Background: an optimization exercise with open tools, aiming at small area, a short achievable clock period and few clock cycles per item. Do not read the settings as production practice.
The RTL was checked by simulation tests, not by an equivalence proof against the original design.
No activity file was given, so power comes from the tool's default toggle rates.

**config.mk**
```make
export PLATFORM = sky130hd
export DESIGN_NAME = sha_cpu
export DESIGN_NICKNAME = sha_cpu
export VERILOG_FILES = /design/flow/design.v
export SDC_FILE = /design/flow/constraint.sdc
export NUM_CORES = 4
export LEC_CHECK = 0
export ABC_CLOCK_PERIOD_IN_PS = 2500
export CAP_MARGIN = 20
export CORE_MARGIN = 2
export CORE_UTILIZATION = 60
export SLEW_MARGIN = 20
```
**constraint.sdc**
```tcl
create_clock -name core_clock -period 12.0 [get_ports {clock}]
set_input_delay 2.4000 -clock core_clock [delete_from_list [all_inputs] [get_ports {clock}]]
set_output_delay 2.4000 -clock core_clock [all_outputs]
set_load 0.01 [all_outputs]
```
**standard.sh**
```bash
#!/bin/bash
# synth_recipe.tcl (not shown) runs the flow's synth.tcl, then flattens the netlist and writes it again
# the make line also repeats each setting of config.mk as NAME=value (left out here)
make -C /OpenROAD-flow-scripts/flow DESIGN_CONFIG=/design/flow/config.mk WORK_HOME=/design/flow/orfs CLKGATE_MAP_FILE= SYNTH_SCRIPT=/design/flow/synth_recipe.tcl "${@:-finish}"
```
**flow/run.sh**
```bash
#!/bin/bash
set -o pipefail
bash standard.sh SETUP_SLACK_MARGIN=8.2 "BUFFER_PORTS_ARGS=-buffer_cell sky130_fd_sc_hd__buf_2" finish > standard_flow.log 2>&1
```
**design.v**
```verilog
module alu (
    input  [31:0] A,
    input  [31:0] B,
    input         cin,
    input         r_and,
    input         r_or,
    input         r_xor,
    input         r_sh,
    input  [4:0]  rot,
    input  [4:0]  msk,
    input         shl,
    input         shr,
    input         sar,
    output [31:0] sum,    
    output [31:0] oth     
);
    wire [32:0] s0 = {A, 1'b1} + {B, cin};
    assign sum = s0[32:1];
    wire [63:0] aa = {A, A} >> rot;
    wire [31:0] r = aa[31:0];
    wire [31:0] mr = 32'hffffffff >> msk;
    wire [31:0] ml = 32'hffffffff << msk;
    wire [31:0] keep = shr ? mr : (shl ? ml : 32'hffffffff);
    wire [31:0] sh = (r & keep) | (~keep & {32{sar & A[31]}});
    assign oth = ({32{r_and}} & (A & B)) |
                 ({32{r_or}}  & (A | B)) |
                 ({32{r_xor}} & (A ^ B)) |
                 ({32{r_sh}}  & sh);
endmodule
module regfile (
    input             clock,
    input             clear,
    input             we,
    input      [4:0]  wdest,
    input      [31:0] wdata,
    input      [31:1] sa,      
    input      [4:0]  rb,
    input             fb,      
    output     [31:0] da,
    output     [31:0] db
);
    wire [31:0] q [0:31];
    assign q[0] = 32'b0;
    wire [31:0] wd = clear ? 32'b0 : wdata;
    genvar i;
    generate
        for (i = 1; i < 32; i = i + 1) begin : r
            reg [31:0] d;
            always @(posedge clock)
                if (clear | (we & (wdest == i))) d <= wd;
            assign q[i] = d;
        end
    endgenerate
    reg [31:0] ta, tb;
    integer k;
    always @(*) begin
        ta = 32'b0;
        tb = 32'b0;
        for (k = 1; k < 32; k = k + 1) begin
            ta = ta | (q[k] & {32{sa[k]}});
            tb = tb | (q[k] & {32{(rb == k) & ~fb}});
        end
    end
    assign da = ta;
    assign db = tb;
endmodule
module sha_cpu (
    input          clock,
    input          reset,
    output [11:0]  address_imem,
    input  [31:0]  q_imem,
    output [11:0]  address_dmem,
    output [31:0]  data,
    output         wren,
    input  [31:0]  q_dmem,
    output [255:0] hashOutput,
    output         isHashDone
);
    localparam OP_R    = 5'b00000, OP_J    = 5'b00001, OP_BNE  = 5'b00010,
               OP_JAL  = 5'b00011, OP_JR   = 5'b00100, OP_ADDI = 5'b00101,
               OP_BLT  = 5'b00110, OP_SW   = 5'b00111, OP_LW   = 5'b01000,
               OP_SETX = 5'b10101, OP_BEX  = 5'b10110, OP_ROTR = 5'b11101,
               OP_SWH  = 5'b11110, OP_HD   = 5'b11111;
    reg  [11:0] pc;           
    reg         btb_v;        
    reg  [11:0] btb_pc, btb_tg;
    reg         f_valid;      
    reg         f_btb;        
    reg  [11:0] f_pc;
    reg         d_valid;      
    reg  [1:0]  d_cnt;        
    reg  [31:0] d_ir;
    reg  [4:0]  d_ia, d_ib;   
    reg  [11:0] d_alt;        
    reg         d_pt;         
    reg  [11:0] d_pc, d_tgt;  
    reg         d_new;        
    reg         d_fix;        
    reg  [31:1] d_sa;         
    reg         x_valid;      
    reg  [31:0] x_a, x_b;
    reg         x_ba, x_bb;   
    reg         x_la, x_lb;   
    reg         x_sub, x_radd, x_rand, x_ror, x_rxor, x_rsh;
    reg  [4:0]  x_rot, x_msk;
    reg         x_shl, x_shr, x_sar;
    reg  [4:0]  x_dst;
    reg         x_wr, x_ld, x_ovf;
    reg  [1:0]  x_code;
    reg         x_bne, x_blt, x_bex, x_jr, x_pt;
    reg  [11:0] x_alt;
    reg         x_swh;
    reg  [2:0]  x_hidx;
    reg         x_sw;
    reg  [11:0] x_sa;         
    reg         w_we, w_ld, w_ovc;  
    reg         w_a31, w_b31, w_s31;    
    reg  [1:0]  w_code;
    reg         wt_a, wt_b;   
    reg  [4:0]  w_dst;
    reg  [31:0] w_sum, w_oth;    
    reg         w_isadd;
    reg  [11:0] w_alt;
    reg  [11:0] m_addr;       
    reg  [31:0] m_data;
    reg         m_wren;
    reg         qv;           
    reg  [11:0] qa;
    reg  [31:0] qd;
    reg         done, hd_pend;
    wire [31:0] w_val = w_isadd ? w_sum : w_oth;
    wire ovf_w = w_ovc & (w_a31 == w_b31) & (w_s31 != w_a31);
    wire [31:0] wdata = w_ld ? q_dmem : (ovf_w ? {30'b0, w_code} : w_val);
    wire [31:0] rf_a, rf_b;
    regfile RF (.clock(clock), .clear(reset),
                .we(w_we | ovf_w), .wdest(ovf_w ? 5'd30 : w_dst), .wdata(wdata),
                .sa(d_sa), .rb(d_ib), .fb(wt_b), .da(rf_a), .db(rf_b));
    wire [31:0] Ab = x_ba ? w_val : x_a;    
    wire [31:0] Bb = x_bb ? w_val : x_b;
    wire [31:0] A = x_la ? q_dmem : Ab;
    wire [31:0] B = x_lb ? q_dmem : (Bb ^ {32{x_sub}});
    wire [31:0] alu_sum, alu_oth;
    alu ALU (.A(A), .B(B), .cin(x_sub),
             .r_and(x_rand), .r_or(x_ror), .r_xor(x_rxor), .r_sh(x_rsh),
             .rot(x_rot), .msk(x_msk), .shl(x_shl), .shr(x_shr), .sar(x_sar),
             .sum(alu_sum), .oth(alu_oth));
    wire wflush = ovf_w;
    wire br_ne = Ab != Bb;
    wire br_lt = Ab < Bb;
    wire ldconf = x_ld & qv & (qa == m_addr);    
    wire xflush = x_valid & ((((x_bne | x_bex) & br_ne) ^ ((x_bne | x_bex) & x_pt)) |
                             ((x_blt & br_lt) ^ (x_blt & x_pt)) | x_jr | ldconf);
    wire flush = wflush | xflush;
    wire [11:0] redirect = wflush ? w_alt : (x_jr ? Ab[11:0] : x_alt);
    wire x_live = x_valid & ~wflush;
    wire [4:0] f_op = q_imem[31:27];
    wire [4:0] f_rd = q_imem[26:22];
    wire [4:0] f_rs = q_imem[21:17];
    wire [4:0] f_rt = q_imem[16:12];
    wire [4:0] f_fn = q_imem[6:2];
    wire f_isr  = f_op == OP_R;
    wire f_j    = f_op == OP_J;
    wire f_jal  = f_op == OP_JAL;
    wire f_bne  = f_op == OP_BNE;
    wire f_blt  = f_op == OP_BLT;
    wire f_jr   = f_op == OP_JR;
    wire f_bex  = f_op == OP_BEX;
    wire f_sw   = f_op == OP_SW;
    wire f_lw   = f_op == OP_LW;
    wire [4:0] f_ia = (f_bne | f_blt | f_jr) ? f_rd : (f_bex ? 5'd30 : f_rs);
    wire [4:0] f_ib = f_isr ? f_rt : ((f_bne | f_blt) ? f_rs : f_rd);
    wire f_mem = f_lw | f_sw;                       
    wire [4:0] d_op = d_ir[31:27];
    wire d_isr  = d_op == OP_R;
    wire d_addi = d_op == OP_ADDI;
    wire d_lw   = d_op == OP_LW;
    wire d_sw   = d_op == OP_SW;
    wire d_jal  = d_op == OP_JAL;
    wire d_setx = d_op == OP_SETX;
    wire d_rotr = d_op == OP_ROTR;
    wire [4:0] d_fn = d_ir[6:2];
    wire [4:0] d_dst = d_jal ? 5'd31 : (d_setx ? 5'd30 : d_ir[26:22]);
    wire d_wr  = (d_isr | d_addi | d_lw | d_jal | d_setx | d_rotr) & (d_dst != 5'd0);
    wire d_ovf = d_addi | (d_isr & (d_fn == 5'd0 || d_fn == 5'd1));
    wire dw  = d_valid & d_wr;
    wire dl  = dw & d_lw;
    wire e_rd = d_dst == f_rd;
    wire e_rs = d_dst == f_rs;
    wire e_rt = d_dst == f_rt;
    wire e_30 = d_dst == 5'd30;
    wire xl_rs = x_valid & x_ld & x_wr & (x_dst == f_rs);
    wire g2 = dl & f_mem & e_rs;
    wire g1 = (dl & (((f_bne | f_blt | f_jr) & e_rd) | ((f_bne | f_blt) & e_rs) | (f_bex & e_30) |
                     (f_isr & (f_fn == 5'd1) & e_rt))) |
              (dw & f_mem & e_rs) | (f_mem & xl_rs);
    wire [1:0] g = g2 ? 2'd2 : (g1 ? 2'd1 : 2'd0);
    wire fixD = d_valid & d_new & d_fix & ~flush;
    wire fv = f_valid & ~fixD;
    wire [1:0] cnt_n = flush ? 2'd0 :
                       (fv ? g : ((d_cnt != 2'd0) ? d_cnt - 2'd1 : 2'd0));
    wire hold = ~flush & (fv ? g1 : d_cnt[1]);
    wire pt = f_j | f_jal | ((f_bne | f_blt) & q_imem[16]);
    wire [11:0] f_pc1 = f_pc + 12'd1;
    wire [11:0] tgt = (f_j | f_jal | f_bex) ? q_imem[11:0] : (f_pc1 + q_imem[11:0]);
    wire hit = btb_v & (btb_pc == pc);
    always @(posedge clock or posedge reset)
        if (reset) begin
            pc <= 12'd5;
            f_valid <= 1'b0;
            f_btb <= 1'b0;
            btb_v <= 1'b0;
        end else begin
            pc <= flush ? redirect :
                  fixD  ? (d_pt ? d_tgt : d_pc + 12'd1) :
                  hold  ? pc :
                  hit   ? btb_tg : pc + 12'd1;
            f_valid <= ~flush & ~fixD & ~hold;
            f_btb <= hit;
            if (fixD & d_pt) btb_v <= 1'b1;
        end
    always @(posedge clock) begin
        f_pc <= pc;
        if (fixD & d_pt) begin
            btb_pc <= d_pc;
            btb_tg <= d_tgt;
        end
    end
    assign address_imem = pc;
    wire d_go = d_valid & (d_cnt == 2'd0) & ~flush;   
    always @(posedge clock or posedge reset)
        if (reset) begin
            d_valid <= 1'b0;
            d_cnt <= 2'd0;
        end else begin
            d_valid <= ~flush & (fv | (d_valid & (d_cnt != 2'd0)));
            d_cnt <= cnt_n;
        end
    always @(posedge clock) begin
        d_new <= fv;
        if (fv) begin
            d_ir <= q_imem;
            d_ia <= f_ia;
            d_ib <= f_ib;
            d_alt <= f_lw ? f_pc : ((pt | ~(f_bne | f_blt | f_bex)) ? f_pc1 : tgt);
            d_pt <= pt;
            d_pc <= f_pc;
            d_tgt <= tgt;
            d_fix <= pt ^ f_btb;
        end
    end
    wire d_bne  = d_op == OP_BNE;
    wire d_blt  = d_op == OP_BLT;
    wire d_jr   = d_op == OP_JR;
    wire d_bex  = d_op == OP_BEX;
    wire d_swh  = d_op == OP_SWH;
    wire d_hd   = d_op == OP_HD;
    wire [4:0] d_sh = d_ir[11:7];
    wire d_rt_used = d_isr & (d_fn == 5'd0 || d_fn == 5'd1 || d_fn == 5'd2 ||
                              d_fn == 5'd3 || d_fn == 5'd8 || d_fn == 5'd10);
    wire d_ua_alu = d_isr | d_addi | d_rotr | d_swh;
    wire d_ua = d_ua_alu | d_bne | d_blt | d_jr | d_bex;
    wire d_ub = d_rt_used | d_bne | d_blt;
    wire [31:0] ra = rf_a | ({32{wt_a}} & wdata);    
    wire [31:0] rb = rf_b | ({32{wt_b}} & wdata);
    wire x_wr_nl = x_valid & x_wr & ~x_ld;
    wire x_wr_l  = x_valid & x_wr & x_ld;
    wire fa_rd = x_wr_nl & (x_dst == d_ia);
    wire fb_rd = x_wr_nl & (x_dst == d_ib);
    wire la_rd = x_wr_l & (x_dst == d_ia);
    wire lb_rd = x_wr_l & (x_dst == d_ib);
    wire [31:0] d_simm = {{15{d_ir[16]}}, d_ir[16:0]};
    always @(posedge clock or posedge reset)
        if (reset) x_valid <= 1'b0;
        else x_valid <= d_go;
    always @(posedge clock) begin
        x_a <= (d_setx | d_jal) ? 32'b0 : ra;
        x_b <= d_addi ? d_simm :
               d_setx ? {5'b0, d_ir[26:0]} :
               d_jal  ? {20'b0, d_alt} :
               d_bex  ? 32'b0 : rb;
        x_ba <= d_ua & fa_rd;
        x_bb <= (d_ub | d_sw) & fb_rd;
        x_la <= d_ua_alu & la_rd;
        x_lb <= (d_rt_used | d_sw) & lb_rd;
        x_sub  <= d_isr & d_fn == 5'd1;
        x_radd <= d_addi | (d_isr & (d_fn == 5'd0 || d_fn == 5'd1 || d_fn == 5'd10));
        x_rand <= d_isr & d_fn == 5'd2;
        x_ror  <= (d_isr & d_fn == 5'd3) | d_setx | d_jal;
        x_rxor <= d_isr & d_fn == 5'd8;
        x_rsh  <= d_rotr | (d_isr & (d_fn == 5'd4 || d_fn == 5'd5 || d_fn == 5'd9 || d_fn == 5'd11));
        x_rot  <= d_rotr ? d_ir[4:0] :
                  (d_isr & d_fn == 5'd11) ? d_ir[16:12] :
                  (d_isr & d_fn == 5'd4) ? (5'd0 - d_sh) : d_sh;
        x_msk  <= (d_isr & d_fn == 5'd11) ? d_ir[16:12] : d_sh;
        x_shl  <= d_isr & d_fn == 5'd4;
        x_shr  <= d_isr & (d_fn == 5'd5 || d_fn == 5'd11);
        x_sar  <= d_isr & d_fn == 5'd5;
        x_dst  <= d_dst;
        x_wr   <= d_wr;
        x_ld   <= d_lw;
        x_ovf  <= d_ovf;
        x_code <= d_addi ? 2'd2 : ((d_fn == 5'd1) ? 2'd3 : 2'd1);
        x_bne  <= d_bne;
        x_blt  <= d_blt;
        x_bex  <= d_bex;
        x_jr   <= d_jr;
        x_pt   <= d_pt;
        x_alt  <= d_alt;
        x_swh  <= d_swh & (d_ir[26:25] == 2'b00);
        x_hidx <= d_ir[24:22];
        x_sw   <= d_sw;
        x_sa   <= agu;
    end
    wire [31:0] base = rf_a | ({32{wt_a}} & w_val);   
    wire [11:0] im = d_ir[11:0];
    wire [4:0] ag_l  = {1'b0, base[3:0]} + {1'b0, im[3:0]};
    wire [5:0] ag_m0 = {1'b0, base[7:4], 1'b0} + {1'b0, im[7:4], 1'b0};
    wire [5:0] ag_m1 = {1'b0, base[7:4], 1'b1} + {1'b0, im[7:4], 1'b1};
    wire [4:0] ag_h0 = {base[11:8], 1'b0} + {im[11:8], 1'b0};
    wire [4:0] ag_h1 = {base[11:8], 1'b1} + {im[11:8], 1'b1};
    wire ag_c4 = ag_l[4];
    wire ag_c8 = ag_c4 ? ag_m1[5] : ag_m0[5];
    wire [11:0] agu = {ag_c8 ? ag_h1[4:1] : ag_h0[4:1],
                       ag_c4 ? ag_m1[4:1] : ag_m0[4:1], ag_l[3:0]};
    wire ld_next = d_valid & d_lw & (d_cnt == 2'd0);
    wire newst = x_live & x_sw;                
    wire qv_n = ld_next ? (qv | newst) : (qv & newst);
    wire hdr = (d_go & d_hd) | hd_pend;         
    always @(posedge clock) begin
        m_addr <= ld_next ? agu : (qv ? qa : x_sa);
        m_data <= qv ? qd : B;
        if (newst & (ld_next | qv)) begin
            qa <= x_sa;
            qd <= B;
        end
    end
    always @(posedge clock or posedge reset)
        if (reset) begin
            m_wren <= 1'b0;
            qv <= 1'b0;
            done <= 1'b0;
            hd_pend <= 1'b0;
        end else begin
            m_wren <= ~ld_next & (qv | newst);
            qv <= qv_n;
            done <= hdr & ~qv_n;
            hd_pend <= hdr & qv_n;
        end
    assign address_dmem = m_addr;
    assign data = m_data;
    assign wren = m_wren;
    assign isHashDone = done;
    wire w_we_n = x_live & ~ldconf & x_wr;
    wire fv0 = f_valid & ~(d_valid & d_new & d_fix);
    wire [4:0] ia_n = fv0 ? f_ia : d_ia;
    wire [4:0] ib_n = fv0 ? f_ib : d_ib;
    wire wt_a_n = x_valid & x_wr & (x_dst == ia_n);
    wire wt_b_n = x_valid & x_wr & (x_dst == ib_n);
    integer j;
    always @(posedge clock or posedge reset)
        if (reset) begin
            w_we <= 1'b0;
            w_ovc <= 1'b0;
            wt_a <= 1'b0;
            wt_b <= 1'b0;
        end else begin
            w_we <= w_we_n;
            w_ovc <= x_live & x_ovf;
            wt_a <= wt_a_n;
            wt_b <= wt_b_n;
        end
    always @(posedge clock) begin
        for (j = 1; j < 32; j = j + 1)
            d_sa[j] <= (ia_n == j) & ~wt_a_n;
        w_ld <= x_ld;
        w_dst <= x_dst;
        w_sum <= alu_sum;
        w_oth <= alu_oth;
        w_isadd <= x_radd;
        w_a31 <= A[31];
        w_b31 <= B[31];
        w_s31 <= alu_sum[31];
        w_code <= x_code;
        w_alt <= x_alt;
    end
    wire [31:0] hd = reset ? 32'b0 : A;
    wire [31:0] h [0:7];
    genvar hi;
    generate
        for (hi = 0; hi < 8; hi = hi + 1) begin : hr
            reg [31:0] q;
            always @(posedge clock)
                if (reset | (x_live & x_swh & (x_hidx == hi))) q <= hd;
            assign h[hi] = q;
        end
    endgenerate
    assign hashOutput = {h[0], h[1], h[2], h[3], h[4], h[5], h[6], h[7]};
endmodule
```
==> metrics.md <==
| Metric | Value |
|---|---|
| Status | failed layout checks |
| Failing Checks | capacitance limit, slew limit |
| Synth Net Count | 6082 |
| Worst-Skew Late Latency | 0.84 ns |
| Row Count | 130 |
| Fmax | 234 MHz |
| Area leader, netlist | edfxtp_1 |
| Worst-margin pin slew | 1.56 ns |
| Most used DFF post-synth | edfxtp_1 |
| R2R depth | 16 |
| Total power | 23.8 mW |
| Commonest cells post-synth | edfxtp_1, a22oi_1, nand2_1 |
| Area share of the largest cell type after synthesis | 0.553 |
| Library cells used by synthesis | 87 |
| Register area | 0.0488 mm² |
| First-pass GRT wire length | 452000 µm |
| I/O Buffers | 379 |
| RSZ-0062 raised after global routing | yes |
| CTS Buffer Depth | 3 |
| Crit end category | flop |
| Async set-reset flop share out of synthesis | 0.0156 |
| Power per cell area | 263 mW/mm² |
| Routed wire length | 334000 µm |
| YS warnings | 2 |
| Fill cell count | 8449 |
| Worst rel slew slack | -0.0699 |
| Initial DRC count | 13.4k |
| Post-synth EDFFs | 1396 |
| Fin crit period | 4.26 ns |
| Num Clock Sinks | 1729 |
| Initial antenna violation count | 24 |
| Final Skew | 0.0472 ns |
| DRT Pass-1 Iters | 15 |
| Mean routed wirelength per cell | 40.7 µm |
| Syn Std Cell Area | 0.0759 mm² |
| MaxCap Viol Count | 2 |
| Fraction of layout cells with a size suffix above 1 | 0.231 |
| Top sig layer | met5 |
| Sequential fraction of the synthesis area | 0.642 |
| Die Ht | 360 µm |
| Hold_sp | x_radd$_DFF_P_ |
| Setup TNS | 0 ns |
| Num ports | 380 |
| Wl on met1 | 107000 µm |
| Critical path type | in2reg |
| CTS Buf Count | 171 |
| Wire length on met2 | 135000 µm |
| Final core occ | 0.723 |
| Final ANT Viol Nets | 0 |
| Max Slew Vio Count | 2 |
| Post-Syn Instances | 5885 |
| Area contributors post-synth | edfxtp_1, dfxtp_1, a22oi_1 |
| P_leak | 33.9 nW |
| Largest net degree at the start of global routing | 78 |
| Crit start category | input port |
| Vias in the first global route | 58.4k |
| Starting Density | 0.604 |
| Worst hold stages | 0 |
| H-tree levels | 4 |
| CTS tree | done |
| Crit path DAT | 4.97 ns |
| DR WL met3 | 60500 µm |
| Max FO, Critical Path | 7 |
| Drt via density | 7.75 |
| Final Hold Violating Endpoints | 0 |
| Min-Delay Path Class | reg2reg |
| R2R Path End | m_addr[11]$_DFF_P_ |
| WHS | 0.334 ns |
| Total track usage | 0.500 |
| Hold-fix buffers, CTS | 0 |
| Worst R2R Start | d_sa[31]$_DFF_P_ |
| Area post-placement | 0.0805 mm² |
| Gpl congestion | 1.00 |
| Root Buffer | clkbuf_16 |
| Hold path endpoint | w_isadd$_DFF_P_ |
| Synth Register Bits | 1729 |
| Area of the core | 0.126 mm² |
| Tcrit/Tclk final | 0.355 |
| Final Instance Area | 0.0907 mm² |
| Via count | 63.5k |
| Die area | 0.129 mm² |
| Crit path required time | 12.70 ns |
| Syn-to-layout area delta | 19.6% |
| Final global-route overflow total | 0 |
| Avg Synthesized Cell Area | 12.9 µm² |
| Multi-input logic area | 0.0279 mm² |
| Setup-failing EPs final | 0 |
| CTS clk-pin slew, worst paths | 0.07 ns |
| R2R setup slack | 7.74 ns |
| Top-count cell post-synth | edfxtp_1 |
| NumNets Final | 6581 |
| Chip width | 360 µm |
| Drt drc | 0 |
| Worst VDD drop | 171 µV |
| DPL Wire Length | 190000 µm |
what timing repair did:
item / CTS / global route
buffers inserted: 142 / 60
endpoints found under the setup margin: 1741 / 393
resized for setup: 380 / 167
pin swaps: 85 / 93
gates cloned: 14 / 2
cells in the final DEF (no fill, tap or decap), types with 47 or more instances in the layout:
| cell | n |
|---|---|
| xnor2_1 | 75 |
| nor3_1 | 47 |
| nand4_1 | 146 |
| nand3_1 | 129 |
| nand2_1 | 453 |
| a22oi_1 | 699 |
| mux2i_1 | 109 |
| ha_1 | 99 |
| buf_6 | 65 |
| a22o_1 | 111 |
| clkbuf_16 | 180 |
| dfxtp_1 | 262 |
| buf_2 | 354 |
| inv_1 | 116 |
| a21oi_1 | 159 |
| buf_4 | 244 |
| a222oi_1 | 59 |
| nor2_1 | 267 |
| o21ai_0 | 171 |
| edfxtp_1 | 1396 |
| a221oi_1 | 109 |
| xor2_1 | 85 |
stage by stage:
step / std cells / worst slack [ns]
global placement: 7642 / 6.46
global route: 8183 / 7.65
floorplan: 5885 / 7.24
detailed placement: 7642 / 6.23
finish: 8198 / 7.74
CTS: 8116 / 7.77
report_power, final:
part           switching, mW  internal (mW)
combinational           5.89           3.29
sequential              1.10           8.06
clock                   2.37           3.14
sequential cells by signal, indices dropped and copies added (netlist names), 32 cells and up:
name / count
x_a: 32
hr.q: 256
RF.r.d: 992
qd: 32
m_data: 32
x_b: 32
d_ir: 32
w_oth: 32
layer usage:
layer  vias up  GRT usage
li1      24300          -
met2      6722      0.704
met1     30400      0.615
met4        34      0.317
met3      2095      0.244
met5         -     0.0159
critical path: stages:
cell and delay [ns]:
buf_2 0.15, mux2i_4 0.30, inv_1 0.09, ha_1 0.26, a21oi_2 0.21, o21bai_1 0.11
a41o_4 0.28, a2111oi_4 0.42, o31a_1 0.27, o21ai_2 0.10, nand3_2 0.10, a32oi_2 0.12
xor2_1 0.16
cells by family after synthesis:
logic type | after synthesis | share of synthesized area
compound gates | 1739 | 0.166
xor+xnor | 169 | 0.0195
fa+ha+maj | 131 | 0.0223
buf+inv | 530 | 0.0277
flops | 1729 | 0.642
mux | 239 | 0.0384
simple gates | 1348 | 0.0842
how the worst max path moves through the flow:
stage | startpoint | end | slack [ns] | depth (start not counted)
after floorplan | q_dmem[5] | w_sum[29]$_DFF_P_ | 7.24 | 12
after global placement | w_isadd$_DFF_P_ | d_pc[9]$_DFFE_PP_ | 6.46 | 13
after detailed placement | w_isadd$_DFF_P_ | d_tgt[9]$_DFFE_PP_ | 6.23 | 13
after CTS | q_dmem[0] | w_sum[29]$_DFF_P_ | 7.77 | 13
after global routing | q_dmem[6] | w_sum[29]$_DFF_P_ | 7.65 | 13
final | q_dmem[6] | w_sum[29]$_DFF_P_ | 7.74 | 13
final cells by class:
class | instances | area share
timing repair inverter | 1 | 0.0000827
inverter | 125 | 0.00535
multi-input combinational | 3629 | 0.307
tap | 1650 | 0.0228
clock buffer | 221 | 0.0522
sequential | 1729 | 0.538
antenna | 19 | 0.000524
clock inverter | 97 | 0.0105
timing repair buffer | 727 | 0.0632
Testbench counts, summed over its fixed seeds: cycles 110,952, items 18.

static timing again, ports no longer ideal:
The flow's constraints put no driver on any port. The routed layout listed below was extracted and timed again, unchanged, in two steps.
Step 1 assumes that a clkbuf_16 drives the clock port and a buf_2 every other input.
Step 2, shift: input delay + t, output delay - t, t = (earliest + latest rising clock arrival at the registers) / 2. This alone moves slack from input paths to output paths.
Three values: ideal, step 1, step 2; two values: the first two.
shift t [ns]: 0.898
setup WS [ns]: 7.735 / 7.737 / 6.847
worst setup path after step 2: input to register
worst slew at a driven data input, ns: 0.24
The setup slack of this run moves by +0.002 ns with the drivers and by -0.888 ns with both steps.
